What follows belongs to an exercise in optimizing a design on an open flow for small area; a production flow would make more cautious choices. In this exercise RTL edits were held to simulation tests only and were not proved equivalent to the original. Power is estimated from default activity; no workload was simulated.

Setup of the previous run:
Design FFT, start of the top module:
module FFT #(parameter N = 64,
             parameter WIDTH = 16)
            (input clk,
             input rst,
             input enable_in,
             input signed [WIDTH-1:0] in_re,
             input signed [WIDTH-1:0] in_im,
             output enable_out,
             output signed [WIDTH-1:0] out_re,
             output signed [WIDTH-1:0] out_im);
export LEC_CHECK = 0
export ABC_AREA = 1
export CAP_MARGIN = 5
export CORE_MARGIN = 2
export CORE_UTILIZATION = 60
export CTS_BUF_LIST = sky130_fd_sc_hd__clkbuf_8
export CTS_CLUSTER_DIAMETER = 60
export CTS_CLUSTER_SIZE = 16
export SLEW_MARGIN = 5
create_clock -name core_clock -period 10.0 [get_ports {clk}]
standard.sh (not shown) runs the stock make flow with config.mk's settings and CLKGATE_MAP_FILE= SYNTH_SCRIPT=/design/flow/synth_recipe.tcl, a recipe that flattens the netlist after the stock synthesis.
==> flow/flow/run.sh <==
#!/bin/bash
# Standard layout, with one netlist clean-up between synthesis and floorplan:
# flow/fixpol.py flips the polarity of full-adder cells where that removes
# inverters between chained adders (FA(~a,~b,~c) = ~FA(a,b,c)); registers and
# the function are unchanged. Each tool's output goes to a log file here.
set -euo pipefail
R=orfs/results/${FLOW_PLATFORM}/FFT/base
bash standard.sh synth > synth.log 2>&1
python3 flow/fixpol.py "$R/1_2_yosys.v" "$R/1_2_yosys_pol.v" > fixpol.log 2>&1
cp "$R/1_2_yosys.v" "$R/1_2_yosys_std.v"
mv "$R/1_2_yosys_pol.v" "$R/1_2_yosys.v"
rm -f "$R/1_synth.odb" "$R/1_synth.sdc"
bash standard.sh finish > layout.log 2>&1
Other scripts of this flow, unchanged in this note and not shown: flow/flow/fixpol.py
The previous run finished every step from synthesis to the final layout, and the layout passed the timing, design-rule and antenna checks.
--- input diff the previous run..the current run ---
==> flow/flow/run.sh <==
#!/bin/bash
# Standard layout, with two changes:
# - between synthesis and floorplan, flow/fixpol.py flips the polarity of
#   full-adder cells where that removes inverters between chained adders
#   (FA(~a,~b,~c) = ~FA(a,b,c)); registers and the function are unchanged;
# - every port still gets a buffer, but the smallest one (buf_1).
# Each tool's output goes to a log file here.
set -euo pipefail
R=orfs/results/${FLOW_PLATFORM}/FFT/base
bash standard.sh synth > synth.log 2>&1
python3 flow/fixpol.py "$R/1_2_yosys.v" "$R/1_2_yosys_pol.v" > fixpol.log 2>&1
cp "$R/1_2_yosys.v" "$R/1_2_yosys_std.v"
mv "$R/1_2_yosys_pol.v" "$R/1_2_yosys.v"
rm -f "$R/1_synth.odb" "$R/1_synth.sdc"
BUFFER_PORTS_ARGS="-buffer_cell sky130_fd_sc_hd__buf_1" bash standard.sh finish > layout.log 2>&1
--- outcome ---
[compare] base=the previous run new=the current run: share of total power consumed by net switching +0.21 points; final cell count without fillers about even.
Overall power consumption: the previous run vs the current run — no meaningful difference
The previous run -> the current run: cell depth of the worst flop-to-flop path increased by a few percent
Compare the current run and the previous run | relative contribution of combinational cells to total power lower: the current run

---

Starting RTL as in the previous note.
clock: 10.0 ns
lec_check: 0
abc_area: 1
cap_margin: 20
core_margin: 2
core_utilization: 60
cts_buf_list: sky130_fd_sc_hd__clkbuf_8
cts_cluster_diameter: 60
cts_cluster_size: 16
slew_margin: 20
run.sh (not shown) runs the stock make flow with config.mk's settings and CLKGATE_MAP_FILE= SYNTH_SCRIPT=/design/flow/synth_recipe.tcl, a recipe that flattens the netlist after the stock synthesis.
Stock flow here: none of the scripts above is used.
The first run completed with no timing, DRC or antenna violations.
==> next run, changes <==
ABC_AREA = default   (was 1)
Result:
- total power shrinks slightly
- wire length shrinks by a few percent
- area after synthesis grows by a few percent
- worst hold slack degrades by 5.8 ps
- worst setup slack improves by 54 ps
- die area grows by a few percent
==> next run, changes <==
ABC_AREA = 1   (was default)
CAP_MARGIN = 5   (was 20)
SLEW_MARGIN = 5   (was 20)
- register-to-register slack got worse by 99 ps
- via count came out higher by 0.33%
- combinational power rose by about 20%
- first-iteration DRC count rose by 17%
- die area went down by 3.5%
- design area goes down by 3.0%
- total power climbs by 0.66%
- worst setup slack is worse by 18 ps
- synthesized cell count went up by 1.9%
- area after synthesis shrinks by 3.5%

-- re-timing with driven ports --
The flow's constraints put no driver on any port. The routed layouts listed below were extracted and timed again, unchanged, in two steps. Step 1: set_driving_cell puts a clkbuf_16 on clk and a buf_2 on each other input, an assumption about the parent block. Step 2 adds t to the input delays and takes it off the output delays; t is the mean of the earliest and latest rising clock arrival at the registers after step 1. Input paths then give back, and output paths get back, about the clock's delay inside the block. a / b / c = ideal ports / drivers / drivers and shift; a / b = the first two.
run	t (ns)	slack for setup (ns)	worst data-port slew with drivers (ns)	pins driven straight from the clock port
the previous run	1.028	0.430 / 0.430 / -0.237	0.05	1
the current run	1.035	0.526 / 0.526 / 0.077	0.09	1
the first run of note 2	1.042	0.585 / 0.585 / -0.185	0.07	1
the second run of note 2	1.075	0.639 / 0.696 / -0.380	0.07	1
the third run of note 2	1.043	0.621 / 0.621 / -0.180	0.07	1
With both steps, setup timing fails in the previous run, the first run of note 2, the second run of note 2 and the third run of note 2, where it was met with ideal ports. The setup slack of the second run of note 2, which loses most, moves by +0.057 ns with the drivers and by -1.019 ns with both steps.
